Background: an optimization exercise with open tools, aiming at small area and a short achievable clock period. Do not read the settings as production practice. In this exercise RTL edits were held to simulation tests only and were not proved equivalent to the original. In runs 3 to 6 the design's own scripts or RTL, not TritonCTS, make the clock network. No driver is modelled on the clock port, so clock power and skew are understated where the tree is cut down; a real chip needs a root buffer or a tree. Power figures rest on the tool's default switching activity, not on a simulated workload.

===== design/flow/design.v =====
module Division(
	input         clock,
	input         start,
	input  [31:0] a,
	input  [31:0] b,
	output reg [31:0] q,
	output reg [31:0] r
);
  reg [31:0] bq;
  reg [5:0]  cnt;
  reg        f1;
  wire        run = ~cnt[5];
  wire [31:0] x   = {r[30:0], q[31]};
  wire [31:0] t;       
  wire ng0, ng1, ng2, ng3, ng4, ng5, ng6, ng7, ng8, ng9, ng10, ng11, ng12, ng13, ng14, ng15, ng16, ng17, ng18, ng19, ng20, ng21, ng22, ng23, ng24, ng25, ng26, ng27, ng28, ng29, ng30, ng31;
  wire np1, np2, np3, np4, np5, np6, np7, np8, np9, np10, np11, np12, np13, np14, np15, np16, np17, np18, np19, np20, np21, np22, np23, np24, np25, np26, np27, np28, np29, np30, np31;
  wire G1_1, G1_3, P1_3, G1_5, P1_5, G1_7, P1_7, G1_9, P1_9, G1_11, P1_11, G1_13;
  wire P1_13, G1_15, P1_15, G1_17, P1_17, G1_19, P1_19, G1_21, P1_21, G1_23, P1_23, G1_25;
  wire P1_25, G1_27, P1_27, G1_29, P1_29, G1_31, P1_31, G2_3, G2_7, P2_7, G2_11, P2_11;
  wire G2_15, P2_15, G2_19, P2_19, G2_23, P2_23, G2_27, P2_27, G2_31, P2_31, G2_3_n, G3_5;
  wire G3_7, G2_11_n, P2_11_n, G3_13, P3_13, G3_15, P3_15, G2_19_n, P2_19_n, G3_21, P3_21, G3_23;
  wire P3_23, G2_27_n, P2_27_n, G3_29, P3_29, G3_31, P3_31, G4_9, G3_7_n, G4_11, G4_13, G4_15;
  wire G4_25, P4_25, G3_23_n, P3_23_n, G4_27, P4_27, G4_29, P4_29, G4_31, P4_31, G4_15_n, G5_17;
  wire G5_19, G5_21, G5_23, G5_25, G5_27, G5_29, G5_31, G1_1_n, G6_2, G6_4, G6_6, G6_8;
  wire G6_10, G4_11_n, G6_12, G4_13_n, G6_14, G6_16, G6_18, G5_19_n, G6_20, G5_21_n, G6_22, G6_24;
  wire G5_25_n, G6_26, G6_28, G6_30;
  div_pg0 pg0 (.x(x[0]), .b(bq[0]), .ng(ng0), .t(t[0]));
  div_pg  pg1 (.x(x[1]), .b(bq[1]), .ng(ng1), .np(np1));
  div_t   tt1 (.ng(ng1), .np(np1), .t(t[1]));
  div_pg  pg2 (.x(x[2]), .b(bq[2]), .ng(ng2), .np(np2));
  div_t   tt2 (.ng(ng2), .np(np2), .t(t[2]));
  div_pg  pg3 (.x(x[3]), .b(bq[3]), .ng(ng3), .np(np3));
  div_t   tt3 (.ng(ng3), .np(np3), .t(t[3]));
  div_pg  pg4 (.x(x[4]), .b(bq[4]), .ng(ng4), .np(np4));
  div_t   tt4 (.ng(ng4), .np(np4), .t(t[4]));
  div_pg  pg5 (.x(x[5]), .b(bq[5]), .ng(ng5), .np(np5));
  div_t   tt5 (.ng(ng5), .np(np5), .t(t[5]));
  div_pg  pg6 (.x(x[6]), .b(bq[6]), .ng(ng6), .np(np6));
  div_t   tt6 (.ng(ng6), .np(np6), .t(t[6]));
  div_pg  pg7 (.x(x[7]), .b(bq[7]), .ng(ng7), .np(np7));
  div_t   tt7 (.ng(ng7), .np(np7), .t(t[7]));
  div_pg  pg8 (.x(x[8]), .b(bq[8]), .ng(ng8), .np(np8));
  div_t   tt8 (.ng(ng8), .np(np8), .t(t[8]));
  div_pg  pg9 (.x(x[9]), .b(bq[9]), .ng(ng9), .np(np9));
  div_t   tt9 (.ng(ng9), .np(np9), .t(t[9]));
  div_pg  pg10 (.x(x[10]), .b(bq[10]), .ng(ng10), .np(np10));
  div_t   tt10 (.ng(ng10), .np(np10), .t(t[10]));
  div_pg  pg11 (.x(x[11]), .b(bq[11]), .ng(ng11), .np(np11));
  div_t   tt11 (.ng(ng11), .np(np11), .t(t[11]));
  div_pg  pg12 (.x(x[12]), .b(bq[12]), .ng(ng12), .np(np12));
  div_t   tt12 (.ng(ng12), .np(np12), .t(t[12]));
  div_pg  pg13 (.x(x[13]), .b(bq[13]), .ng(ng13), .np(np13));
  div_t   tt13 (.ng(ng13), .np(np13), .t(t[13]));
  div_pg  pg14 (.x(x[14]), .b(bq[14]), .ng(ng14), .np(np14));
  div_t   tt14 (.ng(ng14), .np(np14), .t(t[14]));
  div_pg  pg15 (.x(x[15]), .b(bq[15]), .ng(ng15), .np(np15));
  div_t   tt15 (.ng(ng15), .np(np15), .t(t[15]));
  div_pg  pg16 (.x(x[16]), .b(bq[16]), .ng(ng16), .np(np16));
  div_t   tt16 (.ng(ng16), .np(np16), .t(t[16]));
  div_pg  pg17 (.x(x[17]), .b(bq[17]), .ng(ng17), .np(np17));
  div_t   tt17 (.ng(ng17), .np(np17), .t(t[17]));
  div_pg  pg18 (.x(x[18]), .b(bq[18]), .ng(ng18), .np(np18));
  div_t   tt18 (.ng(ng18), .np(np18), .t(t[18]));
  div_pg  pg19 (.x(x[19]), .b(bq[19]), .ng(ng19), .np(np19));
  div_t   tt19 (.ng(ng19), .np(np19), .t(t[19]));
  div_pg  pg20 (.x(x[20]), .b(bq[20]), .ng(ng20), .np(np20));
  div_t   tt20 (.ng(ng20), .np(np20), .t(t[20]));
  div_pg  pg21 (.x(x[21]), .b(bq[21]), .ng(ng21), .np(np21));
  div_t   tt21 (.ng(ng21), .np(np21), .t(t[21]));
  div_pg  pg22 (.x(x[22]), .b(bq[22]), .ng(ng22), .np(np22));
  div_t   tt22 (.ng(ng22), .np(np22), .t(t[22]));
  div_pg  pg23 (.x(x[23]), .b(bq[23]), .ng(ng23), .np(np23));
  div_t   tt23 (.ng(ng23), .np(np23), .t(t[23]));
  div_pg  pg24 (.x(x[24]), .b(bq[24]), .ng(ng24), .np(np24));
  div_t   tt24 (.ng(ng24), .np(np24), .t(t[24]));
  div_pg  pg25 (.x(x[25]), .b(bq[25]), .ng(ng25), .np(np25));
  div_t   tt25 (.ng(ng25), .np(np25), .t(t[25]));
  div_pg  pg26 (.x(x[26]), .b(bq[26]), .ng(ng26), .np(np26));
  div_t   tt26 (.ng(ng26), .np(np26), .t(t[26]));
  div_pg  pg27 (.x(x[27]), .b(bq[27]), .ng(ng27), .np(np27));
  div_t   tt27 (.ng(ng27), .np(np27), .t(t[27]));
  div_pg  pg28 (.x(x[28]), .b(bq[28]), .ng(ng28), .np(np28));
  div_t   tt28 (.ng(ng28), .np(np28), .t(t[28]));
  div_pg  pg29 (.x(x[29]), .b(bq[29]), .ng(ng29), .np(np29));
  div_t   tt29 (.ng(ng29), .np(np29), .t(t[29]));
  div_pg  pg30 (.x(x[30]), .b(bq[30]), .ng(ng30), .np(np30));
  div_t   tt30 (.ng(ng30), .np(np30), .t(t[30]));
  div_pg  pg31 (.x(x[31]), .b(bq[31]), .ng(ng31), .np(np31));
  div_t   tt31 (.ng(ng31), .np(np31), .t(t[31]));
  div_ni n1_1 (.gh(ng1), .ph(np1), .gl(ng0), .go(G1_1));
  div_nip n1_3 (.gh(ng3), .ph(np3), .gl(ng2), .pl(np2), .go(G1_3), .po(P1_3));
  div_nip n1_5 (.gh(ng5), .ph(np5), .gl(ng4), .pl(np4), .go(G1_5), .po(P1_5));
  div_nip n1_7 (.gh(ng7), .ph(np7), .gl(ng6), .pl(np6), .go(G1_7), .po(P1_7));
  div_nip n1_9 (.gh(ng9), .ph(np9), .gl(ng8), .pl(np8), .go(G1_9), .po(P1_9));
  div_nip n1_11 (.gh(ng11), .ph(np11), .gl(ng10), .pl(np10), .go(G1_11), .po(P1_11));
  div_nip n1_13 (.gh(ng13), .ph(np13), .gl(ng12), .pl(np12), .go(G1_13), .po(P1_13));
  div_nip n1_15 (.gh(ng15), .ph(np15), .gl(ng14), .pl(np14), .go(G1_15), .po(P1_15));
  div_nip n1_17 (.gh(ng17), .ph(np17), .gl(ng16), .pl(np16), .go(G1_17), .po(P1_17));
  div_nip n1_19 (.gh(ng19), .ph(np19), .gl(ng18), .pl(np18), .go(G1_19), .po(P1_19));
  div_nip n1_21 (.gh(ng21), .ph(np21), .gl(ng20), .pl(np20), .go(G1_21), .po(P1_21));
  div_nip n1_23 (.gh(ng23), .ph(np23), .gl(ng22), .pl(np22), .go(G1_23), .po(P1_23));
  div_nip n1_25 (.gh(ng25), .ph(np25), .gl(ng24), .pl(np24), .go(G1_25), .po(P1_25));
  div_nip n1_27 (.gh(ng27), .ph(np27), .gl(ng26), .pl(np26), .go(G1_27), .po(P1_27));
  div_nip n1_29 (.gh(ng29), .ph(np29), .gl(ng28), .pl(np28), .go(G1_29), .po(P1_29));
  div_nip n1_31 (.gh(ng31), .ph(np31), .gl(ng30), .pl(np30), .go(G1_31), .po(P1_31));
  div_nt n2_3 (.gh(G1_3), .ph(P1_3), .gl(G1_1), .go(G2_3));
  div_ntp n2_7 (.gh(G1_7), .ph(P1_7), .gl(G1_5), .pl(P1_5), .go(G2_7), .po(P2_7));
  div_ntp n2_11 (.gh(G1_11), .ph(P1_11), .gl(G1_9), .pl(P1_9), .go(G2_11), .po(P2_11));
  div_ntp n2_15 (.gh(G1_15), .ph(P1_15), .gl(G1_13), .pl(P1_13), .go(G2_15), .po(P2_15));
  div_ntp n2_19 (.gh(G1_19), .ph(P1_19), .gl(G1_17), .pl(P1_17), .go(G2_19), .po(P2_19));
  div_ntp n2_23 (.gh(G1_23), .ph(P1_23), .gl(G1_21), .pl(P1_21), .go(G2_23), .po(P2_23));
  div_ntp n2_27 (.gh(G1_27), .ph(P1_27), .gl(G1_25), .pl(P1_25), .go(G2_27), .po(P2_27));
  div_ntp n2_31 (.gh(G1_31), .ph(P1_31), .gl(G1_29), .pl(P1_29), .go(G2_31), .po(P2_31));
  assign G2_3_n = ~G2_3;
  div_nt n3_5 (.gh(G1_5), .ph(P1_5), .gl(G2_3_n), .go(G3_5));
  div_ni n3_7 (.gh(G2_7), .ph(P2_7), .gl(G2_3), .go(G3_7));
  assign G2_11_n = ~G2_11;
  assign P2_11_n = ~P2_11;
  div_ntp n3_13 (.gh(G1_13), .ph(P1_13), .gl(G2_11_n), .pl(P2_11_n), .go(G3_13), .po(P3_13));
  div_nip n3_15 (.gh(G2_15), .ph(P2_15), .gl(G2_11), .pl(P2_11), .go(G3_15), .po(P3_15));
  assign G2_19_n = ~G2_19;
  assign P2_19_n = ~P2_19;
  div_ntp n3_21 (.gh(G1_21), .ph(P1_21), .gl(G2_19_n), .pl(P2_19_n), .go(G3_21), .po(P3_21));
  div_nip n3_23 (.gh(G2_23), .ph(P2_23), .gl(G2_19), .pl(P2_19), .go(G3_23), .po(P3_23));
  assign G2_27_n = ~G2_27;
  assign P2_27_n = ~P2_27;
  div_ntp n3_29 (.gh(G1_29), .ph(P1_29), .gl(G2_27_n), .pl(P2_27_n), .go(G3_29), .po(P3_29));
  div_nip n3_31 (.gh(G2_31), .ph(P2_31), .gl(G2_27), .pl(P2_27), .go(G3_31), .po(P3_31));
  div_nt n4_9 (.gh(G1_9), .ph(P1_9), .gl(G3_7), .go(G4_9));
  assign G3_7_n = ~G3_7;
  div_ni n4_11 (.gh(G2_11), .ph(P2_11), .gl(G3_7_n), .go(G4_11));
  div_ni n4_13 (.gh(G3_13), .ph(P3_13), .gl(G3_7_n), .go(G4_13));
  div_nt n4_15 (.gh(G3_15), .ph(P3_15), .gl(G3_7), .go(G4_15));
  div_ntp n4_25 (.gh(G1_25), .ph(P1_25), .gl(G3_23), .pl(P3_23), .go(G4_25), .po(P4_25));
  assign G3_23_n = ~G3_23;
  assign P3_23_n = ~P3_23;
  div_nip n4_27 (.gh(G2_27), .ph(P2_27), .gl(G3_23_n), .pl(P3_23_n), .go(G4_27), .po(P4_27));
  div_nip n4_29 (.gh(G3_29), .ph(P3_29), .gl(G3_23_n), .pl(P3_23_n), .go(G4_29), .po(P4_29));
  div_ntp n4_31 (.gh(G3_31), .ph(P3_31), .gl(G3_23), .pl(P3_23), .go(G4_31), .po(P4_31));
  assign G4_15_n = ~G4_15;
  div_nt n5_17 (.gh(G1_17), .ph(P1_17), .gl(G4_15_n), .go(G5_17));
  div_ni n5_19 (.gh(G2_19), .ph(P2_19), .gl(G4_15), .go(G5_19));
  div_ni n5_21 (.gh(G3_21), .ph(P3_21), .gl(G4_15), .go(G5_21));
  div_nt n5_23 (.gh(G3_23), .ph(P3_23), .gl(G4_15_n), .go(G5_23));
  div_ni n5_25 (.gh(G4_25), .ph(P4_25), .gl(G4_15), .go(G5_25));
  div_nt n5_27 (.gh(G4_27), .ph(P4_27), .gl(G4_15_n), .go(G5_27));
  div_nt n5_29 (.gh(G4_29), .ph(P4_29), .gl(G4_15_n), .go(G5_29));
  div_ni n5_31 (.gh(G4_31), .ph(P4_31), .gl(G4_15), .go(G5_31));
  assign G1_1_n = ~G1_1;
  div_ni n6_2 (.gh(ng2), .ph(np2), .gl(G1_1_n), .go(G6_2));
  div_ni n6_4 (.gh(ng4), .ph(np4), .gl(G2_3), .go(G6_4));
  div_ni n6_6 (.gh(ng6), .ph(np6), .gl(G3_5), .go(G6_6));
  div_ni n6_8 (.gh(ng8), .ph(np8), .gl(G3_7_n), .go(G6_8));
  div_ni n6_10 (.gh(ng10), .ph(np10), .gl(G4_9), .go(G6_10));
  assign G4_11_n = ~G4_11;
  div_ni n6_12 (.gh(ng12), .ph(np12), .gl(G4_11_n), .go(G6_12));
  assign G4_13_n = ~G4_13;
  div_ni n6_14 (.gh(ng14), .ph(np14), .gl(G4_13_n), .go(G6_14));
  div_ni n6_16 (.gh(ng16), .ph(np16), .gl(G4_15), .go(G6_16));
  div_ni n6_18 (.gh(ng18), .ph(np18), .gl(G5_17), .go(G6_18));
  assign G5_19_n = ~G5_19;
  div_ni n6_20 (.gh(ng20), .ph(np20), .gl(G5_19_n), .go(G6_20));
  assign G5_21_n = ~G5_21;
  div_ni n6_22 (.gh(ng22), .ph(np22), .gl(G5_21_n), .go(G6_22));
  div_ni n6_24 (.gh(ng24), .ph(np24), .gl(G5_23), .go(G6_24));
  assign G5_25_n = ~G5_25;
  div_ni n6_26 (.gh(ng26), .ph(np26), .gl(G5_25_n), .go(G6_26));
  div_ni n6_28 (.gh(ng28), .ph(np28), .gl(G5_27), .go(G6_28));
  div_ni n6_30 (.gh(ng30), .ph(np30), .gl(G5_29), .go(G6_30));
  wire [31:0] c;
  assign c[0] = ~ng0;
  assign c[1] = G1_1;
  assign c[2] = G6_2;
  assign c[3] = ~G2_3;
  assign c[4] = G6_4;
  assign c[5] = ~G3_5;
  assign c[6] = G6_6;
  assign c[7] = G3_7;
  assign c[8] = G6_8;
  assign c[9] = ~G4_9;
  assign c[10] = G6_10;
  assign c[11] = G4_11;
  assign c[12] = G6_12;
  assign c[13] = G4_13;
  assign c[14] = G6_14;
  assign c[15] = ~G4_15;
  assign c[16] = G6_16;
  assign c[17] = ~G5_17;
  assign c[18] = G6_18;
  assign c[19] = G5_19;
  assign c[20] = G6_20;
  assign c[21] = G5_21;
  assign c[22] = G6_22;
  assign c[23] = ~G5_23;
  assign c[24] = G6_24;
  assign c[25] = G5_25;
  assign c[26] = G6_26;
  assign c[27] = ~G5_27;
  assign c[28] = G6_28;
  assign c[29] = ~G5_29;
  assign c[30] = G6_30;
  assign c[31] = G5_31;
  wire        ge = r[31] | c[31];
  wire [31:0] nd;      
  assign nd[0] = t[0];
  div_xor dx1 (.a(t[1]), .b(ng0), .y(nd[1]));
  div_xorn dx2 (.a(t[2]), .b(G1_1), .y(nd[2]));
  div_xorn dx3 (.a(t[3]), .b(G6_2), .y(nd[3]));
  div_xor dx4 (.a(t[4]), .b(G2_3), .y(nd[4]));
  div_xorn dx5 (.a(t[5]), .b(G6_4), .y(nd[5]));
  div_xor dx6 (.a(t[6]), .b(G3_5), .y(nd[6]));
  div_xorn dx7 (.a(t[7]), .b(G6_6), .y(nd[7]));
  div_xorn dx8 (.a(t[8]), .b(G3_7), .y(nd[8]));
  div_xorn dx9 (.a(t[9]), .b(G6_8), .y(nd[9]));
  div_xor dx10 (.a(t[10]), .b(G4_9), .y(nd[10]));
  div_xorn dx11 (.a(t[11]), .b(G6_10), .y(nd[11]));
  div_xorn dx12 (.a(t[12]), .b(G4_11), .y(nd[12]));
  div_xorn dx13 (.a(t[13]), .b(G6_12), .y(nd[13]));
  div_xorn dx14 (.a(t[14]), .b(G4_13), .y(nd[14]));
  div_xorn dx15 (.a(t[15]), .b(G6_14), .y(nd[15]));
  div_xor dx16 (.a(t[16]), .b(G4_15), .y(nd[16]));
  div_xorn dx17 (.a(t[17]), .b(G6_16), .y(nd[17]));
  div_xor dx18 (.a(t[18]), .b(G5_17), .y(nd[18]));
  div_xorn dx19 (.a(t[19]), .b(G6_18), .y(nd[19]));
  div_xorn dx20 (.a(t[20]), .b(G5_19), .y(nd[20]));
  div_xorn dx21 (.a(t[21]), .b(G6_20), .y(nd[21]));
  div_xorn dx22 (.a(t[22]), .b(G5_21), .y(nd[22]));
  div_xorn dx23 (.a(t[23]), .b(G6_22), .y(nd[23]));
  div_xor dx24 (.a(t[24]), .b(G5_23), .y(nd[24]));
  div_xorn dx25 (.a(t[25]), .b(G6_24), .y(nd[25]));
  div_xorn dx26 (.a(t[26]), .b(G5_25), .y(nd[26]));
  div_xorn dx27 (.a(t[27]), .b(G6_26), .y(nd[27]));
  div_xor dx28 (.a(t[28]), .b(G5_27), .y(nd[28]));
  div_xorn dx29 (.a(t[29]), .b(G6_28), .y(nd[29]));
  div_xor dx30 (.a(t[30]), .b(G5_29), .y(nd[30]));
  div_xorn dx31 (.a(t[31]), .b(G6_30), .y(nd[31]));
  wire en   = run & ~f1;
  wire hold = ~run & ~f1;
  wire b_is0 = ~|bq;
  wire b_is1 = (bq == 32'd1);
  wire ge1   = b_is0 | (b_is1 & a[31]);
  wire f1r0  = f1 & ~b_is1;
  wire ngs;             
  div_gsel ugs (.r31(r[31]), .g(G5_31), .en(en), .ngs(ngs));
  wire [31:0] rn, qn, ny;
  wire [31:0] qs = {q[30:0], 1'b0};
  wire [31:0] as = {a[30:0], 1'b0};
  wire ngs_q, nyq0, q0n;
  div_gsel ugq (.r31(r[31]), .g(G5_31), .en(en), .ngs(ngs_q));
  div_sel2n uyq (.s0(f1), .d0(ge1), .s1(hold), .d1(q[0]), .y(nyq0));
  assign q0n = ~(ngs_q & nyq0);
  genvar i;
  generate
    for (i = 0; i < 32; i = i + 1) begin : sel
      if (i == 0) begin : y0
        div_sel3n uy (.s0(en), .d0(x[i]), .s1(hold), .d1(r[i]), .s2(f1r0), .d2(a[31]), .y(ny[i]));
      end else begin : yi
        div_sel2n uy (.s0(en), .d0(x[i]), .s1(hold), .d1(r[i]), .y(ny[i]));
      end
      div_mux2i ur (.s(ngs), .a1n(ny[i]), .a0n(nd[i]), .y(rn[i]));
      if (i == 0) begin : q0
        assign qn[i] = q0n;
      end else begin : qi
        div_sel3  uq (.s0(f1), .d0(as[i]), .s1(en), .d1(qs[i]), .s2(hold), .d2(q[i]), .y(qn[i]));
      end
    end
  endgenerate
  always @(posedge clock) begin
    bq  <= b;
    r   <= rn;
    q   <= qn;
    f1  <= start;
    cnt <= start ? 6'd0 : cnt + {5'd0, run};
  end
endmodule
module div_pg(input x, input b, output ng, output np);
  assign ng = ~(x & ~b);
  assign np = ~(x | ~b);
endmodule
module div_t(input ng, input np, output t);
  assign t = ng & ~np;
endmodule
module div_pg0(input x, input b, output ng, output t);
  assign ng = ~(x | ~b);
  assign t  = ~(x ^ b);
endmodule
module div_xor(input a, input b, output y);
  assign y = a ^ b;
endmodule
module div_xorn(input a, input b, output y);
  assign y = ~(a ^ b);
endmodule
module div_gsel(input r31, input g, input en, output ngs);
  assign ngs = ~(en & (r31 | g));
endmodule
module div_gseln(input r31, input g, input en, output ngs);
  assign ngs = ~(en & (r31 | ~g));
endmodule
module div_sel2n(input s0, input d0, input s1, input d1, output y);
  assign y = ~((s0 & d0) | (s1 & d1));
endmodule
module div_mux2i(input s, input a1n, input a0n, output y);
  assign y = ~(s ? a1n : a0n);
endmodule
module div_sel3n(input s0, input d0, input s1, input d1, input s2, input d2, output y);
  assign y = ~((s0 & d0) | (s1 & d1) | (s2 & d2));
endmodule
module div_sel3(input s0, input d0, input s1, input d1, input s2, input d2, output y);
  assign y = (s0 & d0) | (s1 & d1) | (s2 & d2);
endmodule
module div_nt(input gh, input ph, input gl, output go);
  assign go = ~(gh | (ph & gl));
endmodule
module div_ntp(input gh, input ph, input gl, input pl, output go, output po);
  assign go = ~(gh | (ph & gl));
  assign po = ~(ph & pl);
endmodule
module div_ni(input gh, input ph, input gl, output go);
  assign go = ~gh | (~ph & ~gl);
endmodule
module div_nip(input gh, input ph, input gl, input pl, output go, output po);
  assign go = ~gh | (~ph & ~gl);
  assign po = ~ph & ~pl;
endmodule

===== design/flow/flow/run.sh =====
#!/bin/bash
# Standard ORFS layout (the standard.sh) with these changes:
#  - the port buffers are the smallest buffer (buf_1) instead of the one buffer_ports picks;
#  - the full-adder extraction step in synthesis is skipped, so ABC maps the adder logic itself;
#  - ABC sizes cells for a 1 fF load instead of 5 fF (smaller cells; the placer's repair sizes up).
# Each tool's output goes to the logs under orfs/logs; make's output goes to standard.log.
export BUFFER_PORTS_ARGS="-buffer_cell sky130_fd_sc_hd__buf_1"
export ADDER_MAP_FILE=
bash standard.sh ABC_LOAD_IN_FF=1 finish > standard.log 2>&1

===== design/flow/standard.sh =====
#!/bin/bash
# synth_recipe.tcl (not shown) runs the flow's synth.tcl, then flattens the netlist and writes it again
# the make line also repeats each setting of config.mk as NAME=value (left out here)
make -C /OpenROAD-flow-scripts/flow DESIGN_CONFIG=/design/flow/config.mk WORK_HOME=/design/flow/orfs CLKGATE_MAP_FILE= SYNTH_SCRIPT=/design/flow/synth_recipe.tcl "${@:-finish}"

===== design/flow/config.mk =====
export PLATFORM = sky130hd
export DESIGN_NAME = Division
export DESIGN_NICKNAME = Division
export VERILOG_FILES = /design/flow/design.v
export SDC_FILE = /design/flow/constraint.sdc
export NUM_CORES = 4
export LEC_CHECK = 0
export CAP_MARGIN = 20
export CORE_MARGIN = 2
export CORE_UTILIZATION = 40
export CTS_BUF_LIST = sky130_fd_sc_hd__clkbuf_8
export PLACE_DENSITY = 0.6
export SETUP_SLACK_MARGIN = 3.8
export SLEW_MARGIN = 20
export SYNTH_HIERARCHICAL = 1
export SYNTH_MINIMUM_KEEP_SIZE = 0

===== design/flow/constraint.sdc =====
create_clock -name core_clock -period 6.0 [get_ports {clock}]
set_input_delay 1.2000 -clock core_clock [delete_from_list [all_inputs] [get_ports {clock}]]
set_output_delay 1.2000 -clock core_clock [all_outputs]
set_load 0.01 [all_outputs]

==> run notes, run 1 <==
- Status: no timing/DRC/antenna violations
- Placed Cells: 782
- Longest Clk Path Bufs: 2
- Crit. End Element: output pin
- CTS tree: done
- Critical path required time: 4800 ps
- Fillers: 1,126
- Skew-Pair Late Insertion Delay: 380 ps
- Clock root buffer: clkbuf_8
- Routed length per placed instance: 15.1 microns
- Chip Width: 112 microns
- Via density: roughly 5.3
- Yosys warnings: 7
- CORE AREA: ~11,000 sq um
- Final Max Slew Viols: 0
- Synthesized Nets: 572
- P per Cell Area: around 230 nW/um^2
- # setup viols final: 0
- Rel. slew slack: around 47%
- Combinational family with the most area after synthesis: compound AO/OA/AOI/OAI gates
- I/O Pins: 130
- Sequential share of power: 56.6%
- Largest net degree at the start of global routing: 35
- Input/output buffers: around 130
- GRT overflow: 0
- Iter 0 DRT Violations: approximately 340
- Row count: 39
- Ant diodes: 0
- Total GRT Usage: 18.7%
- Leak Pwr: approximately 2.4 nW
- Critical path's slowest cell: dfxtp_2
- Setup ws final: 3850 ps
- Area of the multi-input gates: 2560 sq um
- Fin Clk Skew: roughly 16 ps
- Layout cells sized above 1: 15.3%
- Layout Cells excl Fill: 804
- Post-layout net count: 723
- Setup TNS: 0 ps
- Commonest non-fill, non-tap cell in the layout: buf_1
- Sw Share: 26.4%
- Synthesized-area fraction occupied by adder cells: 0%
- Slew @ Worst Pin: ~800 ps
- Crit path arrival time: 950 ps
- Mapped Cells: 506
- Critical Path Start Type: register
- First-pass GRT wire length: 19.2 mm
- Max VDD drop: 0.187 mV
- Gate power share: a little over a tenth
- Drt total wl: 12.2 mm
- Fmax: 465 MHz
- Crit Path Class: reg2out
- NetSw: 0.000351 W
- CTS HTree Levels: 3
- Post-DP HPWL: 8.41 mm
- Crit Path Max Fanout: 5
- Detailed-route via count: about 4,300
- Simple-gate area share of the yosys netlist: 18.8%
- Final Hold Viols: 0
- Yosys cell types: 23
- Max-cap violation count: 0
- Worst hold path class: reg2reg
- Total die area: 12,500 sq um
- Xor/xnor cell area share of the yosys netlist: 6.39%
- Worst hold slack: 477 ps
- Mapped Avg Cell Area: roughly 9.2 sq um
- Initial DRT Pass Iterations: 8
- ANT nets after route: 0
- Fin crit period: 2150 ps
- Unrepaired setup endpoints after global routing: no
- Synthesis-stage register bit count: slightly above 100
- Top delay family on crit path: flip-flops
- Final worst path period share: ~36%
- Clk sink count: 103
- Synth-to-layout area growth: 24.8%
- Total internal power: 0.000976 W
- GP Congestion: roughly 0.84
- CTS Buf Count: 9
- Place WS: 3620 ps
- Initial antenna violation count: 0
- Mux contribution to synthesized area: around 7%
- Buffer and inverter count on the worst path: 1
- Clock transition at path regs: 90 ps
- Sequential area share after synthesis: between 40% and 50%
- Netlist Area Pre-Place: about 4700 sq um
- Crit-path cells: buf_1
- Clk pwr share: 32.5%
- Final Util: 51.0%
- Die Y: 112 microns
- Vias in the first global route: 4,025
- Synth Area in Compound Gates: 19.7%
- Initial Utilization: 40.8%
- Number of remaining DRC errors: 0
- Reg area: about 2100 sq um
- Most frequent cells in the layout: buf_1 (119), dfxtp_1 (67), nor2b_1 (56)
- Crit-path max cell delay: approximately 410 ps
-- state kept, by name, summed over array words and instances (netlist names) --
name  flops
cnt       6
r        32
q        32
f1        1
bq       32
-- final cells by class --
type                       count  share of cell area [%]
clock inverter                 6                    1.08
tap                          143                    3.08
inverter                      50                    3.23
sequential                   103                    36.3
timing repair buffer         138                    10.2
multi-input combinational    355                    43.9
clock buffer                   9                    2.13
-- routing by layer --
metal / global-route usage [%] / wire (microns) / vias up
li1: - / - / 2120
met1: 24.3 / 5530 / 2003
met3: 6.15 / 681 / 22
met2: 30.1 / 5690 / 113
met5: 0 / 0 / -
met4: 5.28 / 258 / 0
-- logic make-up after synthesis --
logic type | Yosys count
compound gates | 134
xor+xnor | 34
buf+inv | 50
flops | 103
mux | 32
simple gates | 153
-- per-module statistics from Yosys (local to each module, per instance), a selection --
module / cells / flip-flops and latches
div_gsel: 1 / 0
div_xor: 1 / 0
div_mux2i: 1 / 0
Division: 156 / 103
div_sel2n: 1 / 0
div_ntp: 2 / 0
div_ni: 1 / 0
div_nt: 1 / 0
div_xorn: 1 / 0
div_sel3n: 1 / 0
div_nip: 2 / 0
-- stage by stage --
step           power, W  cell area [sq um]
3_3_place_gp   0.000901               5440
2_1_floorplan  0.000851               4740
3_5_place_dp   0.000906               5440
5_1_grt         0.00139               5820
6_report        0.00133               5820
4_1_cts         0.00134               5660
-- worst paths after layout --
check                     from           endpoint  slack (ps)  cells past startpoint
max               r[9]$_DFF_P_               r[9]        3850                      1
max reg2reg      bq[7]$_DFF_P_      r[23]$_DFF_P_        3940                     11
min reg2reg  cnt[3]$_SDFF_PP0_  cnt[3]$_SDFF_PP0_         480                      2
min          cnt[3]$_SDFF_PP0_  cnt[3]$_SDFF_PP0_         480                      2
-- cell usage after synthesis, drive strengths merged --
cell type  number  area [sq um]
o21ai          46           230
a22oi          32           240
a31oi           1          6.26
dfxtp         103          2060
o31a            1          8.76
xor2           10          87.6
a222oi         32           320
inv            50           188
nor2           25          93.8
and4b           1          11.3
a21oi          22           110
nand2          15          56.3
nor2b          66           413
mux2i          32           320
nand2b         31           194
nor3            3          15.0
nand4           2          12.5
xnor2          24           210
nand3b          1          7.51
nand4b          1          23.8
nor4            7          43.8
or3             1          6.26
-- repair_timing --
item | in CTS | in global routing
pin swaps | 1 | 0
endpoints found under the setup margin | 54 | 53
resized for setup | 25 | 39
setup buffers | 0 | 4
gates cloned | 1 | 2
hold buffers | 0 | 0
-- power groups by stage --
stage,Clock (W),Combinational (W),Sequential (W)
final,0.000431,0.000145,0.000751
after global routing,0.000474,0.000162,0.000757
after CTS,0.000448,0.000141,0.000751
after detailed placement,0,0.000140,0.000766
after global placement,0,0.000137,0.000764
after floorplan,0,0.0000810,0.000770
==> run 2, diff against run 1 <==
--- a/design/flow/config.mk
+++ b/design/flow/config.mk
@@ -10,7 +10,7 @@
 export CORE_UTILIZATION = 40
 export CTS_BUF_LIST = sky130_fd_sc_hd__clkbuf_8
 export PLACE_DENSITY = 0.6
-export SETUP_SLACK_MARGIN = 3.8
+export SETUP_SLACK_MARGIN = 3.7
 export SLEW_MARGIN = 20
 export SYNTH_HIERARCHICAL = 1
 export SYNTH_MINIMUM_KEEP_SIZE = 0
==> run notes, run 2 <==
- Primary FF master, synth: dfxtp_1
- # setup viols final: 0
- Synthesis-stage register bit count: 103
- Skew-Pair Late Insertion Delay: ~380 ps
- Mapped Cells: 506
- Rel. slew slack: 42.7%
- Count leader, synth: dfxtp_1
- NetSw: 0.000348 W
- Clock transition at path regs: 90 ps
- Final worst path period share: 37.2%
- Via density: ~5.3
- Critical Path Start Type: register
- Crit-path max cell delay: 470 ps
- Total die area: 12,500 sq um
- CTS HTree Levels: 3
- Fmax: 448 MHz
- Reg2reg setup slack: around 3900 ps
- Leak Pwr: 2.34 nW
- Synthesized Nets: 572
- Sequential share of power: 56.7%
- Fin Clk Skew: roughly 14 ps
- ANT nets after route: 0
- CTS tree: done
- Worst hold path class: reg2reg
- Top delay family on crit path: flip-flops
- I/O Pins: 130
- Placed Cells: 782
- Initial DRT Pass Iterations: 6
- Largest net degree at the start of global routing: 38
- Longest Clk Path Bufs: 2
- Worst reg2reg path depth: 9
- Yosys top cell area share: between 40% and 50%
- Critical path required time: 4800 ps
- Reg2reg start: bq[17]$_DFF_P_
- Number of remaining DRC errors: 0
- Sequential area share after synthesis: approximately 44%
- Fin crit period: roughly 2200 ps
- Cts hold-fix bufs: 0
- Worst setup path startpoint: r[1]$_DFF_P_
- Iter 0 DRT Violations: between 300 and 400
- Clk pwr share: 32.4%
- Layout Cells excl Fill: 802
- EDFF count, synth: 0
- Chip Width: 112 microns
- Crit Path Max Fanout: 5
- Fillers: 1,136
- Most common library cells after synthesis: dfxtp_1 (103), nor2b_1 (66), inv_1 (50), o21ai_1 (45)
- Sw Share: 26.3%
- Buffer and inverter count on the worst path: 1
- Crit Path Class: reg2out
- Max VDD drop: 0.187 mV
- Max-cap violation count: 0
- Netlist Area Pre-Place: 4660 sq um
- GP Congestion: between 0.8 and 0.9
- CTS Buf Count: 9
- Post-layout net count: a little over 700
- P per Cell Area: roughly 230 nW/um^2
- Initial antenna violation count: 0
- Post-synthesis async set-or-reset flop share: 0%
- Row count: 39
- Routed length per placed instance: about 15 microns
- Unrepaired setup endpoints after global routing: yes
- Gate power share: 10.8%
- Crit. End Element: output pin
- Ant diodes: 0
- Critical path's slowest cell: dfxtp_1
- Crit-path cells: buf_1
- Final Max Slew Viols: 0
- Mapped Avg Cell Area: roughly 9.2 sq um
- Total GRT Usage: 18.4%
- Total internal power: slightly below 0.001 W
- Yosys cell types: 23
- Post-DP HPWL: 8.41 mm
- Clk sink count: 103
- R2R Path End: r[10]$_DFF_P_
- WP depth: 1
- GRT overflow: 0
- Largest cells by area after synthesis: dfxtp_1 (44%), nor2b_1 (8.9%), a222oi_1 (6.9%)
- CORE AREA: between 10,000 and 15,000 sq um
- Clock root buffer: clkbuf_8
- Setup TNS: 0 ps
- Drt total wl: between 10 and 15 mm
- Vias in the first global route: 3,977
- Area of the multi-input gates: 2520 sq um
- Commonest non-fill, non-tap cell in the layout: buf_1
- Input/output buffers: 129
- Slew @ Worst Pin: 859 ps
- Cell taking the most area after synthesis: dfxtp_1
- Biggest regs: bq (32), q (32), r (32)
- First-pass GRT wire length: 19.0 mm
- Most frequent cells in the layout: buf_1 (129), dfxtp_1 (100), nor2b_1 (57)
- Worst Setup EP: r[1]
- Status: no timing/DRC/antenna violations
- Detailed-route via count: 4,231
- Reg area: 2070 sq um
- Die Y: 112 microns
- Crit path arrival time: 1030 ps
- Final Hold Viols: 0
- Layout cells sized above 1: between 7 and 8%
- Initial Utilization: 40.8%
- Synth-to-layout area growth: 22.2%
- Yosys warnings: 7
run 2: cell types whose count changed in the layout (fill, tap and decap cells not counted), sizes merged:
cell	delta
clkbuf	-4
buf	+2
run 2: power by group through the flow:
stage	Clock (W)	Sequential, W	Combinational (W)
after global placement	0	0.000764	0.000137
after global routing	0.000474	0.000757	0.000161
after CTS	0.000448	0.000751	0.000141
after detailed placement	0	0.000766	0.000140
final	0.000430	0.000751	0.000144
after floorplan	0	0.000770	0.0000810
run 2: metal layers:
| layer | up-vias | wire (microns) | GRT usage [%] |
|---|---|---|---|
| met3 | 6 | 843 | 6.10 |
| met5 | - | 0 | 0 |
| met2 | 119 | 5780 | 30.7 |
| li1 | 2117 | - | - |
| met1 | 1989 | 5280 | 23.4 |
| met4 | 0 | 91 | 4.07 |
run 2: how the worst min path moves through the flow:
stage | slack (ps) | endpoint | cells after the start | startpoint
finish | 480 | cnt[3]$_SDFF_PP0_ | 2 | cnt[3]$_SDFF_PP0_
global route | 500 | cnt[3]$_SDFF_PP0_ | 2 | cnt[3]$_SDFF_PP0_
CTS | 480 | cnt[3]$_SDFF_PP0_ | 2 | cnt[3]$_SDFF_PP0_
detailed placement | 470 | cnt[3]$_SDFF_PP0_ | 2 | cnt[3]$_SDFF_PP0_
global placement | 460 | cnt[3]$_SDFF_PP0_ | 2 | cnt[3]$_SDFF_PP0_
floorplan | 440 | cnt[3]$_SDFF_PP0_ | 2 | cnt[3]$_SDFF_PP0_
run 2: cell type report:
cell class	count	share of cell area, %
well taps	143	3.14
repair buffers	136	9.64
flip-flops and latches	103	36.3
clock buffers	9	2.17
multi-input cells	355	44.3
inverters	50	3.29
clock inverters	6	1.10
run 2: kinds of logic after synthesis:
family	after synthesis	share of synthesized area (%)
AOI/OAI and AO/OA	134	19.7
xor gates and xnor gates	34	6.39
buffers and inverters	50	4.03
DFF	103	44.2
muxes	32	6.87
and+or+nand+nor	153	18.8
run 2: repair_timing:
| item | CTS | global route |
|---|---|---|
| resized for setup | 1 | 11 |
| cloned | 0 | 2 |
| setup endpoints to repair | 32 | 32 |
| hold endpoints to repair | 0 | 0 |
| setup buffers | 0 | 3 |
| pin swaps | 0 | 2 |
run 2: worst register-to-register path, stage by stage, from the launching register on:
cell and delay (ps):
dfxtp_1 370, nor2b_1 220, o21ai_1 140, a21oi_1 230
o21ai_1 160, a21oi_1 190, o21ai_2 100, o21ai_4 150
buf_12 270, mux2i_1 250
run 2: Yosys stat by module (local to each module, per instance), excerpt:
module / area (sq um) / times used / cells / flip-flops and latches
div_ntp: 8.76 / 12 / 2 / 0
div_nip: 8.76 / 20 / 2 / 0
div_mux2i: 10.0 / 32 / 1 / 0
div_sel2n: 7.51 / 32 / 1 / 0
div_sel3n: 10.0 / 1 / 1 / 0
div_xor: 8.76 / 9 / 1 / 0
div_pg: 12.5 / 31 / 2 / 0
Division: 2350 / 1 / 156 / 103
div_sel3: 13.8 / 31 / 2 / 0
div_gsel: 5.00 / 2 / 1 / 0
run 2: per-stage QoR:
stage / instance area (sq um) / hold WS, ps / power, W / util [%] / setup slack [ps]
after detailed placement: 5440 / 467 / 0.000906 / 47.6 / 3620
after CTS: 5630 / 480 / 0.00134 / 49.3 / 3720
after global placement: 5440 / 459 / 0.000901 / 47.6 / 3710
after floorplan: 4740 / 439 / 0.000851 / - / 3650
final: 5700 / 479 / 0.00132 / 49.9 / 3770
after global routing: 5700 / 502 / 0.00139 / 49.9 / 3690
==> run 3, diff against run 2 <==
==> design/flow/flow/run.sh (replaced) <==
#!/bin/bash
# Standard ORFS layout (the standard.sh) with these changes:
#  - the port buffers are the smallest buffer (buf_1) instead of the one buffer_ports picks;
#  - the full-adder extraction step in synthesis is skipped, so ABC maps the adder logic itself;
#  - ABC sizes cells for a 1 fF load instead of 5 fF (smaller cells; the placer's repair sizes up);
#  - the clock tree is one level of four clkbuf_16 (flow/clock_buffers.tcl, via the
#    PRE_CTS_TCL hook) instead of TritonCTS's two levels.
# Each tool's output goes to the logs under orfs/logs; make's output goes to standard.log.
export BUFFER_PORTS_ARGS="-buffer_cell sky130_fd_sc_hd__buf_1"
export ADDER_MAP_FILE=
export PRE_CTS_TCL="$PWD/flow/pre_cts.tcl"
bash standard.sh ABC_LOAD_IN_FF=1 finish > standard.log 2>&1
==> design/flow/flow/clock_buffers.tcl (new file) <==
# One-level clock tree: the clock port drives four clkbuf_16, each driving the
# flip-flops of one quarter of the core (split by x at the median, then each half
# by y at its median), placed at the centre of its flip-flops. Replaces TritonCTS.
set block [ord::get_db_block]
set db [ord::get_db]
set clk_net [$block findNet clock]
set master [$db findMaster sky130_fd_sc_hd__clkbuf_16]
set sinks {}
foreach it [$clk_net getITerms] {
  set inst [$it getInst]
  if { [[$inst getMaster] isSequential] || [string match "*CLK*" [[$it getMTerm] getName]] } {
    set loc [$inst getLocation]
    lappend sinks [list $it [lindex $loc 0] [lindex $loc 1]]
  }
}
set n [llength $sinks]
puts "clock_buffers: $n sinks"
set byx [lsort -integer -index 1 $sinks]
set h [expr {$n / 2}]
set groups {}
foreach half [list [lrange $byx 0 [expr {$h - 1}]] [lrange $byx $h end]] {
  set byy [lsort -integer -index 2 $half]
  set m [expr {[llength $byy] / 2}]
  lappend groups [lrange $byy 0 [expr {$m - 1}]] [lrange $byy $m end]
}
set k 0
foreach g $groups {
  set net [odb::dbNet_create $block "clknet_q$k"]
  $net setSigType CLOCK
  set buf [odb::dbInst_create $block $master "clkbuf_q$k"]
  set sx 0; set sy 0
  foreach s $g {
    set it [lindex $s 0]
    $it disconnect
    $it connect $net
    incr sx [lindex $s 1]; incr sy [lindex $s 2]
  }
  set cnt [llength $g]
  $buf setLocation [expr {$sx / $cnt}] [expr {$sy / $cnt}]
  $buf setPlacementStatus PLACED
  [$buf findITerm A] connect $clk_net
  [$buf findITerm X] connect $net
  puts "clock_buffers: clkbuf_q$k drives $cnt sinks"
  incr k
}
==> design/flow/flow/pre_cts.tcl (new file) <==
# Hook run by ORFS's cts.tcl before its clock_tree_synthesis call: builds the
# one-level clock tree of clock_buffers.tcl and turns that call into setting the
# clock propagated, so TritonCTS adds no second level. The rest of cts.tcl
# (legalisation, setup and hold repair) runs as usual.
source [file join [file dirname [info script]] clock_buffers.tcl]
proc clock_tree_synthesis { args } {
  puts "clock_tree_synthesis replaced by flow/clock_buffers.tcl"
  set_propagated_clock [all_clocks]
}
--- a/design/flow/config.mk
+++ b/design/flow/config.mk
@@ -8,9 +8,8 @@
 export CAP_MARGIN = 20
 export CORE_MARGIN = 2
 export CORE_UTILIZATION = 40
-export CTS_BUF_LIST = sky130_fd_sc_hd__clkbuf_8
 export PLACE_DENSITY = 0.6
-export SETUP_SLACK_MARGIN = 3.7
+export SETUP_SLACK_MARGIN = 4.0
 export SLEW_MARGIN = 20
 export SYNTH_HIERARCHICAL = 1
 export SYNTH_MINIMUM_KEEP_SIZE = 0
==> run notes, run 3 <==
- GRT overflow: 0
- Largest cells by area after synthesis: dfxtp_1 (44%), nor2b_1 (8.9%), a222oi_1 (6.9%)
- Chip Width: roughly 110 microns
- Post-synthesis async set-or-reset flop share: 0%
- Clock transition at path regs: 100 ps
- Max VDD drop: approximately 0.21 mV
- Fin crit period: 2060 ps
- Most frequent cells in the layout: buf_1 (125), dfxtp_1 (50), inv_1 (49)
- Top delay family on crit path: compound AO/OA/AOI/OAI gates
- Initial DRT Pass Iterations: 8
- Routed length per placed instance: 16.1 microns
- Min-Delay Path Depth: 2
- Crit Path Max Fanout: 8
- Critical path's slowest cell: dfxtp_1
- Fmax: ~490 MHz
- Hold path start: cnt[3]$_SDFF_PP0_
- Dpl cell area: 5440 sq um
- Total die area: about 13,000 sq um
- Fillers: 1,077
- Yosys warnings: 7
- Final Util: 54.4%
- Crit-path max cell delay: 400 ps
- First-pass GRT wire length: 19.4 mm
- Mapped Avg Cell Area: 9.21 sq um
- Unrepaired setup endpoints after global routing: yes
- Post-DP HPWL: 8.41 mm
- Hold EP: cnt[3]$_SDFF_PP0_
- Place WS: 3620 ps
- GP Congestion: 0.841
- Crit. End Element: register
- Crit Path Class: reg2reg
- I/O Pins: between 100 and 150
- Initial Utilization: 40.8%
- Final worst path period share: between 30% and 40%
- Final Max Slew Viols: 0
- Max-cap violation count: 0
- Synth-to-layout area growth: 33.4%
- Synthesized Nets: between 500 and 600
- Iter 0 DRT Violations: between 300 and 400
- Mapped Cells: 506
- Crit-path cells: nor2b_4, nor2_1, a21oi_2, o21ai_4, a21oi_2, o21ai_4, o21ai_4, clkbuf_16, mux2i_1
- Input/output buffers: between 100 and 150
- CORE AREA: 11,400 sq um
- Reg2reg setup slack: 3940 ps
- Primary FF master, synth: dfxtp_1
- Count leader, synth: dfxtp_1
- Worst hold path class: reg2reg
- Yosys top cell area share: 44.2%
- Detailed-route via count: 4,412
- Row count: 39
- # setup viols final: 0
- EDFF count, synth: 0
- Setup ws final: slightly below 4000 ps
- Status: no timing/DRC/antenna violations
- Drt total wl: 13.0 mm
- Yosys cell types: 23
- Synthesis-stage register bit count: 103
- Layout cells sized above 1: 24.3%
- Rel. slew slack: 44.8%
- Biggest regs: bq (32), q (32), r (32)
- Number of remaining DRC errors: 0
- Crit path arrival time: 2140 ps
- Worst reg2reg path depth: 9
- Initial antenna violation count: 0
- Slew @ Worst Pin: 827 ps
- Die Y: 112 microns
- Reg2reg start: bq[22]$_DFF_P_
- Critical Path Start Type: register
- Sequential area share after synthesis: 44.2%
- Commonest non-fill, non-tap cell in the layout: buf_1
- Skew-Pair Late Insertion Delay: 160 ps
- Critical path required time: 6090 ps
- Netlist Area Pre-Place: 4660 sq um
- Fin Clk Skew: ~7.0 ps
- Buffer and inverter count on the worst path: 1
- Leak Pwr: 2.63 nW
- Post-layout net count: roughly 730
- Most common library cells after synthesis: dfxtp_1 (103), nor2b_1 (66), inv_1 (50), o21ai_1 (45)
- Cell taking the most area after synthesis: dfxtp_1
- R2R Path End: r[30]$_DFF_P_
- Ant diodes: 0
- Vias in the first global route: ~4,000
- Total GRT Usage: about 18%
- ANT nets after route: 0
- Final Hold Viols: 0
- Largest net degree at the start of global routing: 36
- Fin area: just over 6000 sq um
- Setup TNS: 0 ps
- P per Cell Area: 196 nW/um^2
- Via density: 5.45
- Most frequent CP cell: o21ai_4
==> run 3: repair_timing <==
action                     CTS  global route
hold buffers                 0             0
gates resized for setup     20           134
buffers inserted             3            15
setup endpoints to repair   36            58
cloned                       3             2
pin swaps                    3             3
==> run 3: cells by family (layout without fill, tap and decap cells) <==
| group | after synthesis | in the layout | synth area share (%) |
|---|---|---|---|
| simple gates | 153 | 155 | 18.8 |
| mux | 32 | 32 | 6.87 |
| compound gates | 134 | 134 | 19.7 |
| buf+inv | 50 | 208 | 4.03 |
| flops | 103 | 103 | 44.2 |
| xor+xnor | 34 | 34 | 6.39 |
==> run 3: worst register-to-register path, stage by stage, from the launching register on <==
cell and delay, ps:
dfxtp_1 400, nor2b_4 190, nor2_1 90, a21oi_2 190, o21ai_4 100, a21oi_2 180, o21ai_4 90, o21ai_4 300
clkbuf_16 250, mux2i_1 190
==> run 3: layer usage <==
| metal | up-vias | GRT usage [%] | routed length, microns |
|---|---|---|---|
| li1 | 2131 | - | - |
| met1 | 2154 | 25.1 | 5750 |
| met2 | 120 | 31.4 | 6500 |
| met3 | 7 | 2.07 | 669 |
| met4 | 0 | 1.30 | 93 |
| met5 | - | 0 | 0 |
==> run 3: final cells by class <==
| cell class | instances | area [sq um] | area share [%] |
|---|---|---|---|
| inverter | 50 | 188 | 3.02 |
| buffer | 4 | 100 | 1.61 |
| timing repair buffer | 154 | 732 | 11.8 |
| tap | 143 | 179 | 2.88 |
| sequential | 103 | 2140 | 34.4 |
| multi-input combinational | 355 | 2880 | 46.3 |
==> run 3: power breakdown <==
group	internal, W	total (W)	switching, W
registers	0.000720	0.000754	0.0000342
clock network	0.000123	0.000296	0.000173
logic	0.0000816	0.000166	0.0000841
==> run 3: per-stage QoR <==
step | hold WS, ps | total power [W] | cells
after floorplan | 439 | 0.000851 | 506
after global placement | 459 | 0.000901 | 782
after detailed placement | 467 | 0.000906 | 782
after CTS | 481 | 0.00121 | 792
after global routing | 503 | 0.00128 | 809
final | 477 | 0.00122 | 809
==> run 3: worst max-delay path by stage <==
stage,start,endpoint,cells past startpoint
6_report,bq[22]$_DFF_P_,r[30]$_DFF_P_,9
5_1_grt,bq[22]$_DFF_P_,r[18]$_DFF_P_,9
4_1_cts,bq[9]$_DFF_P_,r[10]$_DFF_P_,9
3_5_place_dp,r[1]$_DFF_P_,r[10]$_DFF_P_,9
3_3_place_gp,bq[9]$_DFF_P_,r[5]$_DFF_P_,9
2_1_floorplan,q[31]$_DFF_P_,r[0]$_DFF_P_,8
==> run 3: modules after synthesis (local to each module, per instance), a selection <==
module     times used  cells inside  flops+latches  cell area, sq um
Division            1           156            103              2350
div_pg0             1             2              0              15.0
div_sel3           31             2              0              13.8
div_pg             31             2              0              12.5
div_mux2i          32             1              0              10.0
div_sel3n           1             1              0              10.0
div_ntp            12             2              0              8.76
div_xor             9             1              0              8.76
div_nip            20             2              0              8.76
div_xorn           22             1              0              8.76
div_sel2n          32             1              0              7.51
div_t              31             1              0              6.26
div_gsel            2             1              0              5.00
div_ni             23             1              0              5.00
==> run 4, diff against run 3 <==
--- a/design/flow/config.mk
+++ b/design/flow/config.mk
@@ -9,7 +9,7 @@
 export CORE_MARGIN = 2
 export CORE_UTILIZATION = 40
 export PLACE_DENSITY = 0.6
-export SETUP_SLACK_MARGIN = 4.0
+export SETUP_SLACK_MARGIN = 3.95
 export SLEW_MARGIN = 20
 export SYNTH_HIERARCHICAL = 1
 export SYNTH_MINIMUM_KEEP_SIZE = 0
==> run notes, run 4 <==
- Number of remaining DRC errors: 0
- Reg area: ~2100 sq um
- Most common library cells after synthesis: dfxtp_1 (103), nor2b_1 (66), inv_1 (50), o21ai_1 (45)
- Synthesis-stage register bit count: 103
- Biggest regs: bq (32), q (32), r (32)
- Placed Cells: 782
- ANT nets after route: 0
- Leak Pwr: 2.61 nW
- GRT overflow: 0
- Crit Path Class: reg2reg
- Layout Cells excl Fill: 809
- Yosys warnings: 7
- Via density: between 5 and 6
- Vias in the first global route: 3,988
- Max VDD drop: 0.206 mV
- CORE AREA: 11,400 sq um
- Drt total wl: 13.0 mm
- Primary FF master, synth: dfxtp_1
- Crit. End Element: register
- Fin crit period: 2050 ps
- Fmax: around 490 MHz
- Most frequent cells in the layout: buf_1 (129), dfxtp_1 (52), inv_1 (49)
- Total die area: 12,500 sq um
- EDFF count, synth: 0
- Largest net degree at the start of global routing: 36
- Mapped Avg Cell Area: 9.21 sq um
- Area of the multi-input gates: 2880 sq um
- Worst hold path class: reg2reg
- Crit Path Max Fanout: 8
- Ant diodes: 0
- Total GRT Usage: between 10% and 20%
- Final Max Slew Viols: 0
- Initial antenna violation count: 0
- Row count: 39
- Worst reg2reg path depth: 9
- Setup TNS: 0 ps
- I/O Pins: 130
- Unrepaired setup endpoints after global routing: yes
- Detailed-route via count: 4,385
- Mapped Cells: 506
- Status: no timing/DRC/antenna violations
- Layout cells sized above 1: between 20% and 30%
- Crit-path cells: nor2b_4, nor2_1, a21oi_2, o21ai_4, a21oi_2, o21ai_4, o21ai_4, clkbuf_16, mux2i_1
- Yosys top cell area share: 44.2%
- Final worst path period share: around 34%
- Post-layout net count: about 730
- Cell taking the most area after synthesis: dfxtp_1
- Yosys cell types: 23
- Chip Width: between 100 and 150 microns
- Input/output buffers: 129
- Clock transition at path regs: around 100 ps
- Slew @ Worst Pin: 823 ps
- Commonest non-fill, non-tap cell in the layout: buf_1
- Critical Path Start Type: register
- Critical path required time: 6090 ps
- Synthesized Nets: 572
- Min-Delay Path Depth: 2
- Critical path's slowest cell: dfxtp_1
- Count leader, synth: dfxtp_1
- Largest cells by area after synthesis: dfxtp_1 (44%), nor2b_1 (8.9%), a222oi_1 (6.9%)
- Crit path arrival time: 2140 ps
- Synth-to-layout area growth: 33.3%
- First-pass GRT wire length: roughly 19 mm
- Cts hold-fix bufs: 0
- Routed length per placed instance: 16.1 microns
- Most frequent CP cell: o21ai_4
- Iter 0 DRT Violations: about 380
- Post-synthesis async set-or-reset flop share: 0%
- Initial Utilization: about two fifths
- Rel. slew slack: 45.1%
- Fillers: 1,078
- P per Cell Area: ~200 nW/um^2
- Netlist Area Pre-Place: 4660 sq um
- Skew-Pair Late Insertion Delay: 160 ps
- # setup viols final: 0
- Sequential area share after synthesis: 44.2%
- Final Hold Viols: 0
- Die Y: 112 microns
- GP Congestion: 0.841
- Max-cap violation count: 0
- Post-DP HPWL: 8.41 mm
- Crit-path max cell delay: 400 ps
- Initial DRT Pass Iterations: 6
- Fin Clk Skew: around 9 ps
## run 4: cell types whose count changed in the layout (fill, tap and decap cells not counted), sizes merged
cell	delta
buf	+3
clkbuf	-3
## run 4: per-stage QoR
stage	instance area, sq um	hold slack (ps)	setup slack (ps)	util, %	power (W)
floorplan	4740	439	3650	-	0.000851
global placement	5440	459	3710	47.6	0.000901
detailed placement	5440	467	3620	47.6	0.000906
CTS	5650	481	3960	49.5	0.00121
global route	6210	503	3860	54.4	0.00128
finish	6210	477	3950	54.4	0.00122
## run 4: final cells by class
cell class | count | area share, %
Inverter | 50 | 3.02
Sequential cell | 103 | 34.4
Tap cell | 143 | 2.88
Timing Repair Buffer | 154 | 11.8
Multi-Input combinational cell | 355 | 46.4
Buffer | 4 | 1.61
## run 4: kinds of logic (layout without fill, tap and decap cells)
kind of cell | after synthesis | count (layout) | synth area share, %
compound gates | 134 | 134 | 19.7
xor+xnor | 34 | 34 | 6.39
buf+inv | 50 | 208 | 4.03
flops | 103 | 103 | 44.2
mux | 32 | 32 | 6.87
simple gates | 153 | 155 | 18.8
## run 4: per-module statistics from Yosys (local to each module, per instance), excerpt
module,copies in the design,flip-flops and latches,cells
Division,1,103,156
div_pg,31,0,2
div_sel3n,1,0,1
div_mux2i,32,0,1
div_xorn,22,0,1
div_xor,9,0,1
div_nip,20,0,2
div_ntp,12,0,2
div_sel2n,32,0,1
div_t,31,0,1
div_gsel,2,0,1
div_ni,23,0,1
div_nt,8,0,1
## run 4: what timing repair did
| action | 4_1_cts | 5_1_grt |
|---|---|---|
| cloned | 3 | 2 |
| setup buffers | 3 | 15 |
| endpoints found under the setup margin | 32 | 36 |
| resized for setup | 19 | 130 |
| pin swaps | 3 | 3 |
## run 4: per-layer routing
metal	global-route usage, %	share of wire (%)	vias up
li1	-	-	2134
met1	25.1	44	2141
met2	31.4	50	103
met3	2.07	5.0	7
met4	1.30	0.70	0
met5	0	0	-
## run 4: worst paths after layout
path / start / to / slack, ps
max: bq[22]$_DFF_P_ / r[13]$_DFF_P_ / 3950
min: cnt[3]$_SDFF_PP0_ / cnt[3]$_SDFF_PP0_ / 480
max reg2reg: bq[22]$_DFF_P_ / r[13]$_DFF_P_ / 3950
min reg2reg: cnt[3]$_SDFF_PP0_ / cnt[3]$_SDFF_PP0_ / 480
## run 4: power by group
| group | switching, W | internal, W | leakage, nW |
|---|---|---|---|
| Sequential | 0.0000342 | 0.000720 | 0.869 |
| Combinational | 0.0000846 | 0.0000824 | 1.69 |
| Clock | 0.000174 | 0.000123 | 0.0493 |
| Total | 0.000293 | 0.000926 | 2.61 |
## run 4: critical path, delay by kind of cell (launching register included)
family	cells	cell delay, ps
AOI/OAI and AO/OA	5	850
DFF	1	400
and+or+nand+nor	2	280
buffers and inverters	1	240
muxes	1	190
==> run 5, diff against run 4 <==
--- a/design/flow/config.mk
+++ b/design/flow/config.mk
@@ -9,7 +9,7 @@
 export CORE_MARGIN = 2
 export CORE_UTILIZATION = 40
 export PLACE_DENSITY = 0.6
-export SETUP_SLACK_MARGIN = 3.95
+export SETUP_SLACK_MARGIN = 3.8
 export SLEW_MARGIN = 20
 export SYNTH_HIERARCHICAL = 1
 export SYNTH_MINIMUM_KEEP_SIZE = 0
==> run notes, run 5 <==
- Status: no timing/DRC/antenna violations
- Fin Clk Skew: about 11 ps
- Sequential area share after synthesis: ~44%
- Largest net degree at the start of global routing: 38
- Rel. slew slack: 41.1%
- EDFF count, synth: 0
- P per Cell Area: between 200 and 250 nW/um^2
- Post-DP HPWL: 8.41 mm
- Count leader, synth: dfxtp_1
- Yosys warnings: 7
- Dpl cell area: 5440 sq um
- Area of the multi-input gates: 2550 sq um
- Setup TNS: 0 ps
- Vias in the first global route: 3,921
- Max VDD drop: 0.181 mV
- Worst hold path class: reg2reg
- Layout Cells excl Fill: 792
- Total die area: 12,500 sq um
- Synthesis-stage register bit count: approximately 100
- Fin area: about 5700 sq um
- Biggest regs: bq (32), q (32), r (32)
- Most frequent cells in the layout: buf_1 (129), dfxtp_1 (99), nor2b_1 (57)
- Chip Width: 112 microns
- Sequential share of power: between 60% and 70%
- Initial DRT Pass Iterations: 5
- Yosys cell types: 23
- Crit. End Element: register
- Reg area: 2070 sq um
- Crit Path Max Fanout: 16
- Synth-to-layout area growth: 21.5%
- Max-cap violation count: 0
- Drt total wl: 11.9 mm
- Primary FF master, synth: dfxtp_1
- Cell taking the most area after synthesis: dfxtp_1
- Critical path required time: slightly above 6000 ps
- Setup ws final: 3930 ps
- Sw Share: 23.7%
- Total GRT Usage: 17.1%
- Fillers: 1,136
- Fmax: slightly below 500 MHz
- Initial Utilization: between 40% and 50%
- Most common library cells after synthesis: dfxtp_1 (103), nor2b_1 (66), inv_1 (50), o21ai_1 (45)
- NetSw: 0.000282 W
- Final Hold Viols: 0
- Critical Path Start Type: register
- Synthesized Nets: 572
- Clk pwr share: 24.8%
- Fin crit period: 2070 ps
- Place WS: 3620 ps
- Mapped Avg Cell Area: a little over 9 sq um
- Iter 0 DRT Violations: 359
- Mapped Cells: a little over 500
- I/O Pins: 130
- Initial antenna violation count: 0
- # setup viols final: 0
- Clock transition at path regs: 100 ps
- Largest cells by area after synthesis: dfxtp_1 (44%), nor2b_1 (8.9%), a222oi_1 (6.9%)
- Post-layout net count: 717
- Detailed-route via count: around 4,200
- First-pass GRT wire length: about 19 mm
- Placed Cells: just under 800
- CORE AREA: ~11,000 sq um
- Leak Pwr: ~2.3 nW
- Routed length per placed instance: 15.1 microns
- Post-synthesis async set-or-reset flop share: 0%
- Netlist Area Pre-Place: roughly 4700 sq um
- Gate power share: 12.1%
- Row count: 39
- GP Congestion: 0.841
- Layout cells sized above 1: under 10%
- Input/output buffers: 129
- Crit path arrival time: 2150 ps
- Number of remaining DRC errors: 0
- Final worst path period share: 34.4%
- Final Max Slew Viols: 0
- Total internal power: 0.000909 W
- Ant diodes: 0
- GRT overflow: 0
- Skew-Pair Late Insertion Delay: 170 ps
- Unrepaired setup endpoints after global routing: no
- Die Y: approximately 110 microns
- ANT nets after route: 0
- Final Util: between 40 and 50%
- Slew @ Worst Pin: 883 ps
- Commonest non-fill, non-tap cell in the layout: buf_1
- Cts hold-fix bufs: 0
- Crit Path Class: reg2reg
- Via density: 5.31
- Yosys top cell area share: about 44%
==> run 5: cell counts after synthesis <==
No cell type changed its count.
==> run 5: timing repair <==
action / 4_1_cts / 5_1_grt
gates cloned: 0 / 3
resized for setup: 3 / 16
setup endpoints to repair: 32 / 32
endpoints found under the hold margin: 0 / 0
setup buffers: 0 / 3
pin swaps: 1 / 2
==> run 5: metal layers <==
metal / GRT usage, % / part of all wire, % / wire, microns
met4: 1.46 / 0.88 / 105
met3: 2.12 / 5.6 / 666
met2: 30.0 / 48 / 5750
met5: 0 / 0 / 0
met1: 23.6 / 45 / 5430
==> run 5: final timing paths <==
check | start | to | slack, ps | cells after the start
setup / recovery | bq[6]$_DFF_P_ | r[10]$_DFF_P_ | 3930 | 9
hold / removal | cnt[3]$_SDFF_PP0_ | cnt[3]$_SDFF_PP0_ | 480 | 2
setup reg to reg | bq[6]$_DFF_P_ | r[10]$_DFF_P_ | 3930 | 9
hold reg to reg | cnt[3]$_SDFF_PP0_ | cnt[3]$_SDFF_PP0_ | 480 | 2
==> run 5: Yosys stat by module (local to each module, per instance), excerpt <==
module     flops+latches  copies in the design
div_sel3n              0                     1
div_xorn               0                    22
div_nip                0                    20
div_sel2n              0                    32
div_ni                 0                    23
div_gsel               0                     2
div_nt                 0                     8
==> run 5: power groups by stage <==
stage               combinational (W)  clock [W]  sequential (W)
floorplan                   0.0000810          0        0.000770
global placement             0.000137          0        0.000764
detailed placement           0.000140          0        0.000766
CTS                          0.000141   0.000310        0.000751
global route                 0.000161   0.000334        0.000757
finish                       0.000144   0.000295        0.000752
==> run 5: per-stage QoR <==
stage | total power [W] | hold slack (ps)
2_1_floorplan | 0.000851 | 439
3_3_place_gp | 0.000901 | 459
3_5_place_dp | 0.000906 | 467
4_1_cts | 0.00120 | 481
5_1_grt | 0.00125 | 503
6_report | 0.00119 | 479
==> run 5: cell families after synthesis <==
kind of cell	Yosys count	synth area share, %
DFF	103	44.2
and+or+nand+nor	153	18.8
buffers and inverters	50	4.03
AOI/OAI and AO/OA	134	19.7
muxes	32	6.87
xor gates and xnor gates	34	6.39
==> run 5: area by class of cell <==
cell class,count,share of cell area [%]
flip-flops and latches,103,36.6
multi-input cells,355,45.0
inverters,50,3.31
well taps,143,3.16
plain buffers,4,1.77
repair buffers,137,10.1
==> run 5: critical path: stages, from the launching register on <==
cell,delay (ps)
dfxtp_1,370
nor2b_1,230
nor2_1,110
a21oi_2,180
o21ai_4,100
a21oi_4,260
o21ai_2,110
o21ai_4,190
buf_12,210
mux2i_1,220
==> run 6, diff against run 5 <==
--- a/design/flow/config.mk
+++ b/design/flow/config.mk
@@ -9,7 +9,7 @@
 export CORE_MARGIN = 2
 export CORE_UTILIZATION = 40
 export PLACE_DENSITY = 0.6
-export SETUP_SLACK_MARGIN = 3.8
+export SETUP_SLACK_MARGIN = 3.9
 export SLEW_MARGIN = 20
 export SYNTH_HIERARCHICAL = 1
 export SYNTH_MINIMUM_KEEP_SIZE = 0
==> run notes, run 6 <==
- PnR Total Power: between 0.001 and 0.0015 W
- Mapped Cells: between 500 and 600
- Largest net degree at the start of global routing: 36
- Yosys cell types: 23
- Sequential area share after synthesis: 44.2%
- Most frequent CP cell: o21ai_4
- Initial antenna violation count: 0
- Xor/xnor cell area share of the yosys netlist: 6.39%
- Leak Pwr: 2.35 nW
- Number of remaining DRC errors: 0
- Simple-gate area share of the yosys netlist: 18.8%
- Worst hold path class: reg2reg
- Cts hold-fix bufs: 0
- Synthesized-area fraction occupied by adder cells: 0%
- P per Cell Area: 208 nW/um^2
- Commonest non-fill, non-tap cell in the layout: buf_1
- Slew @ Worst Pin: 807 ps
- Fin Clk Skew: 11.4 ps
- I/O Pins: 130
- ANT nets after route: 0
- Crit-path cells: nor2b_2, o21ai_1, a21oi_2, o21ai_4, a21oi_4, o21ai_2, o21ai_4, buf_12, mux2i_1
- Yosys warnings: 7
- Post-DP HPWL: around 8.4 mm
- Synthesized Nets: 572
- Vias in the first global route: approximately 4,000
- Detailed-route via count: about 4,200
- Setup TNS: 0 ps
- Post-layout net count: 719
- Final Max Slew Viols: 0
- GRT overflow: 0
- Most common library cells after synthesis: dfxtp_1 (103), nor2b_1 (66), inv_1 (50), o21ai_1 (45)
- Status: no timing/DRC/antenna violations
- Total GRT Usage: between 10% and 20%
- Critical path's slowest cell: dfxtp_1
- Via density: 5.30
- Cell taking the most area after synthesis: dfxtp_1
- Place WS: 3620 ps
- Skew-Pair Late Insertion Delay: roughly 160 ps
- Crit. End Element: register
- Layout Cells excl Fill: 794
- Ant diodes: 0
- Fin crit period: roughly 2000 ps
- Drt total wl: 12.0 mm
- Crit Path Class: reg2reg
- Biggest regs: bq (32), q (32), r (32)
- Unrepaired setup endpoints after global routing: yes
- Final Hold Viols: 0
- Clock transition at path regs: 100 ps
- Layout cells sized above 1: approximately 12%
-- run 6: changes by cell type in the layout (fill, tap and decap cells not counted), sizes merged --
cell and delta:
buf +2
-- run 6: path summary, 6_finish.rpt --
check	from	to	slack (ps)	cells after the start
max	bq[7]$_DFF_P_	r[10]$_DFF_P_	3980	9
min	cnt[3]$_SDFF_PP0_	cnt[3]$_SDFF_PP0_	480	2
max reg2reg	bq[7]$_DFF_P_	r[10]$_DFF_P_	3980	9
min reg2reg	cnt[3]$_SDFF_PP0_	cnt[3]$_SDFF_PP0_	480	2
-- run 6: worst max-delay path: cells and delay by family (launching register included) --
| family | cells | cell delay (ps) |
|---|---|---|
| AOI/OAI and AO/OA | 6 | 910 |
| buffers and inverters | 1 | 200 |
| DFF | 1 | 390 |
| muxes | 1 | 220 |
| and+or+nand+nor | 1 | 220 |
-- run 6: through the flow --
stage	cell area (sq um)	utilization (%)	hold WS, ps
finish	5750	50.4	477
global placement	5440	47.6	459
floorplan	4740	-	439
global route	5750	50.4	503
detailed placement	5440	47.6	467
CTS	5630	49.3	481
-- run 6: layout make-up --
type / count / area [sq um] / area share [%]
multi-input cells: 355 / 2610 / 45.4
well taps: 143 / 179 / 3.11
inverters: 50 / 188 / 3.26
repair buffers: 139 / 589 / 10.3
plain buffers: 4 / 100 / 1.74
flip-flops and latches: 103 / 2080 / 36.2
-- run 6: modules after synthesis (local to each module, per instance) --
module / cells / times used / flops+latches / area [sq um]
div_pg: 2 / 31 / 0 / 12.5
div_sel3n: 1 / 1 / 0 / 10.0
div_pg0: 2 / 1 / 0 / 15.0
div_sel2n: 1 / 32 / 0 / 7.51
div_ntp: 2 / 12 / 0 / 8.76
div_mux2i: 1 / 32 / 0 / 10.0
div_ni: 1 / 23 / 0 / 5.00
div_xor: 1 / 9 / 0 / 8.76
div_nt: 1 / 8 / 0 / 5.00
div_gsel: 1 / 2 / 0 / 5.00
div_sel3: 2 / 31 / 0 / 13.8
div_t: 1 / 31 / 0 / 6.26
div_xorn: 1 / 22 / 0 / 8.76
div_nip: 2 / 20 / 0 / 8.76
Division: 156 / 1 / 103 / 2350
-- run 6: cell families (layout without fill, tap and decap cells) --
group / after synthesis / in the layout
and+or+nand+nor: 153 / 155
AOI/OAI and AO/OA: 134 / 134
DFF: 103 / 103
buffers and inverters: 50 / 193
xor gates and xnor gates: 34 / 34
muxes: 32 / 32
-- run 6: what timing repair did --
action,CTS,global route
gates cloned,3,0
pin swaps,3,3
setup endpoints to repair,32,32
buffers inserted,2,3
resized for setup,9,41
-- run 6: layer usage --
layer	global-route usage [%]	share of wire, %	vias up
met2	31.3	48	91
met1	24.9	45	2002
met5	0	0	-
li1	-	-	2107
met4	1.30	0.93	0
met3	2.07	5.1	10
-- run 6: power by group --
group	internal (W)	total, W	switching (W)	leakage (nW)
logic	0.0000679	0.000145	0.0000776	1.44
clock network	0.000123	0.000297	0.000174	0.0493
registers	0.000719	0.000752	0.0000325	0.860
total	0.000910	0.00119	0.000284	2.35
